Background: an optimization exercise with open tools, aiming at small area. Do not read the settings as production practice. The RTL was checked by simulation tests, not by an equivalence proof against the original design. Power and IR drop assume default switching activity.

// PWMConvert
module PWMConvert(GCK, Vsync, mode, rst, OUT, data, addr, en);
input            GCK;
input            Vsync;
input            mode;
input            rst;
input     [15:0] data;
output    [15:0] OUT;
output    [ 8:0] addr;
output           en;
reg       [15:0] OUT;
reg       [15:0] T;         
reg       [ 6:0] Q;         
reg       [ 1:0] lc;        
reg              pf;        
reg              pf_d;      
reg              p9_d;      
reg              xfer;      
reg              sh_r;      
reg              ld_r;      
reg       [ 4:0] bus_r;     
reg       [ 4:0] early [0:15];
reg       [ 4:0] cs    [0:15];
integer i;
wire       l1    = ~Vsync & (lc == 2'd0);
wire       pfrd  = l1 | pf;
wire [6:0] base  = l1 ? Q + 7'd1 : pf ? Q : Q - 7'd1;
always @(posedge GCK or posedge rst) begin
  if (rst) begin
    lc   <= 2'd3;
    Q    <= 7'd1;
    pf   <= 1'b1;
    pf_d <= 1'b0;
    xfer <= 1'b0;
    p9_d <= 1'b0;
  end
  else begin
    lc   <= Vsync ? 2'd0 : lc + 2'd1;
    if (l1) Q <= Q + 7'd1;
    pf   <= l1 | (pf & (T[3:0] != 4'd14));
    pf_d <= pfrd;
    xfer <= ~Vsync & (lc == 2'd1);
    p9_d <= base[5];
  end
end
always @(posedge GCK) begin
  if (rst)     T <= 16'hffff;
  ...
Size: about 900 cells after synthesis, roughly 210 flip-flops, roughly 46 I/O pins.
==> flow/config.mk <==
export PLATFORM = sky130hd
export DESIGN_NAME = PWMConvert
export DESIGN_NICKNAME = PWMConvert
export VERILOG_FILES = /design/flow/design.v
export SDC_FILE = /design/flow/constraint.sdc
export NUM_CORES = 4
export LEC_CHECK = 0
export CAP_MARGIN = 20
export CORE_MARGIN = 2
export CORE_UTILIZATION = 40
export CTS_BUF_LIST = sky130_fd_sc_hd__clkbuf_8
export CTS_CLUSTER_DIAMETER = 50
export CTS_CLUSTER_SIZE = 20
export SLEW_MARGIN = 20
==> flow/constraint.sdc <==
create_clock -name core_clock -period 4.0 [get_ports {GCK}]
set_input_delay 0.8000 -clock core_clock [delete_from_list [all_inputs] [get_ports {GCK}]]
set_output_delay 0.8000 -clock core_clock [all_outputs]
set_load 0.01 [all_outputs]
standard.sh (not shown) runs the stock make flow with config.mk's settings and CLKGATE_MAP_FILE= SYNTH_SCRIPT=/design/flow/synth_recipe.tcl, a recipe that flattens the netlist after the stock synthesis.
==> flow/flow/run.sh <==
#!/bin/bash
# The standard layout (standard.sh) with these changes:
# - synthesis runs ORFS's own scripts, copied here, with an area-only ABC
#   script (flow/abc_area.script, selected by ABC_AREA=1) and without the
#   adder-extraction step (ADDER_MAP_FILE empty); registers are unchanged;
# - port buffers use the smallest buffer cell;
# - CTS inserts no dummy loads.
set -euo pipefail
rm -rf myscripts
cp -r "$FLOW_HOME/scripts" myscripts
cp flow/abc_area.script myscripts/abc_area.script
bash standard.sh SCRIPTS_DIR="$PWD/myscripts" ABC_AREA=1 ADDER_MAP_FILE= synth > synth.log 2>&1
export BUFFER_PORTS_ARGS="-buffer_cell sky130_fd_sc_hd__buf_1"
export CTS_ARGS="-sink_clustering_enable -repair_clock_nets -sink_clustering_size 20 -sink_clustering_max_diameter 50 -buf_list sky130_fd_sc_hd__clkbuf_8 -dont_use_dummy_load"
bash standard.sh > layout.log 2>&1
==> flow/flow/abc_area.script <==
strash
&get -n
&dch -f
&nf -R 1000
&put
topo
Rerun with:
==> flow/run.sh (new file) <==
#!/bin/bash
# synth_recipe.tcl (not shown) runs the flow's synth.tcl, then flattens the netlist and writes it again
# the make line also repeats each setting of config.mk as NAME=value (left out here)
make -C /OpenROAD-flow-scripts/flow DESIGN_CONFIG=/design/flow/config.mk WORK_HOME=/design/flow/orfs CLKGATE_MAP_FILE= SYNTH_SCRIPT=/design/flow/synth_recipe.tcl finish
--- a/flow/config.mk
+++ b/flow/config.mk
@@ -11,3 +10,0 @@
-export CTS_BUF_LIST = sky130_fd_sc_hd__clkbuf_8
-export CTS_CLUSTER_DIAMETER = 50
-export CTS_CLUSTER_SIZE = 20
removed: flow/flow/run.sh
removed: flow/flow/abc_area.script
removed: flow/standard.sh
What happened: Global-route usage went up by 0.70 points. Total power climbs by a quarter to a third. Via count came out higher by roughly a tenth. Register-to-register slack improved by 250 ps. Setup slack got worse by 560 ps. Combinational power grows by a quarter to a third. Critical path depth rose by 2. Cell area is higher by about a fifth.
Rerun with:
==> flow/flow/run.sh (new file) <==
#!/bin/bash
# The standard layout (standard.sh) with these changes:
# - synthesis runs ORFS's own scripts, copied here, with an area-only ABC
#   script (flow/abc_area.script, selected by ABC_AREA=1) and without the
#   adder-extraction step (ADDER_MAP_FILE empty); registers are unchanged;
# - port buffers use the smallest buffer cell;
# - CTS inserts no dummy loads.
set -euo pipefail
rm -rf myscripts
cp -r "$FLOW_HOME/scripts" myscripts
cp flow/abc_area.script myscripts/abc_area.script
bash standard.sh SCRIPTS_DIR="$PWD/myscripts" ABC_AREA=1 ADDER_MAP_FILE= synth > synth.log 2>&1
export BUFFER_PORTS_ARGS="-buffer_cell sky130_fd_sc_hd__buf_1"
export CTS_ARGS="-sink_clustering_enable -repair_clock_nets -sink_clustering_size 10 -sink_clustering_max_diameter 40 -buf_list sky130_fd_sc_hd__clkbuf_4 -dont_use_dummy_load"
bash standard.sh > layout.log 2>&1
==> flow/flow/abc_area.script (new file) <==
strash
dc2
&get -n
&dch -f
&nf -a -R 1000
&put
topo
==> flow/standard.sh (new file) <==
#!/bin/bash
# synth_recipe.tcl (not shown) runs the flow's synth.tcl, then flattens the netlist and writes it again
# the make line also repeats each setting of config.mk as NAME=value (left out here)
make -C /OpenROAD-flow-scripts/flow DESIGN_CONFIG=/design/flow/config.mk WORK_HOME=/design/flow/orfs CLKGATE_MAP_FILE= SYNTH_SCRIPT=/design/flow/synth_recipe.tcl "${@:-finish}"
--- a/flow/config.mk
+++ b/flow/config.mk
@@ -10 +10,4 @@
-export CORE_UTILIZATION = 40
+export CORE_UTILIZATION = 60
+export CTS_BUF_LIST = sky130_fd_sc_hd__clkbuf_8
+export CTS_CLUSTER_DIAMETER = 50
+export CTS_CLUSTER_SIZE = 20
removed: flow/run.sh
The changed run finished clean.
Design area goes down by 18%.
Count of clock-buffer cells in the layout goes down by 3.
Die area goes down by 40%.
Area after synthesis goes down by 11%.
Rerun with:
--- a/flow/config.mk
+++ b/flow/config.mk
@@ -10 +10 @@
-export CORE_UTILIZATION = 60
+export CORE_UTILIZATION = 40
Design area rises slightly.
Hold slack improves by 83 ps.
Worst setup slack improves by 27 ps.
Via count falls by a few percent.
Power falls slightly.

## static timing again, ports no longer ideal
The flow's constraints put no driver on any port. The routed layouts listed below were extracted and timed again, unchanged, in two steps.
Step 1 assumes that a clkbuf_16 drives the clock port and a buf_2 every other input.
Step 2 also shifts input and output timing later by t, the mid clock arrival at the registers, as if the neighbouring blocks saw the same clock.
a / b / c = no drivers / after step 1 / after step 2; a / b = the first two.
| run | t, ns | setup slack, ns | cell pins on the clock port's net |
|---|---|---|---|
| the first run | 0.557 | 0.693 / 0.651 / 0.302 | 1 |
| the second run | 0.565 | 0.136 / 0.085 / -0.264 | 1 |
| the third run | 0.656 | 0.436 / 0.398 / 0.130 | 1 |
| the fourth run | 0.658 | 0.462 / 0.426 / 0.444 | 1 |
With both steps, setup timing fails in the second run, where it was met with ideal ports. For the second run, which loses most, drivers alone change the setup slack by -0.051 ns; drivers and shift together by -0.400 ns.
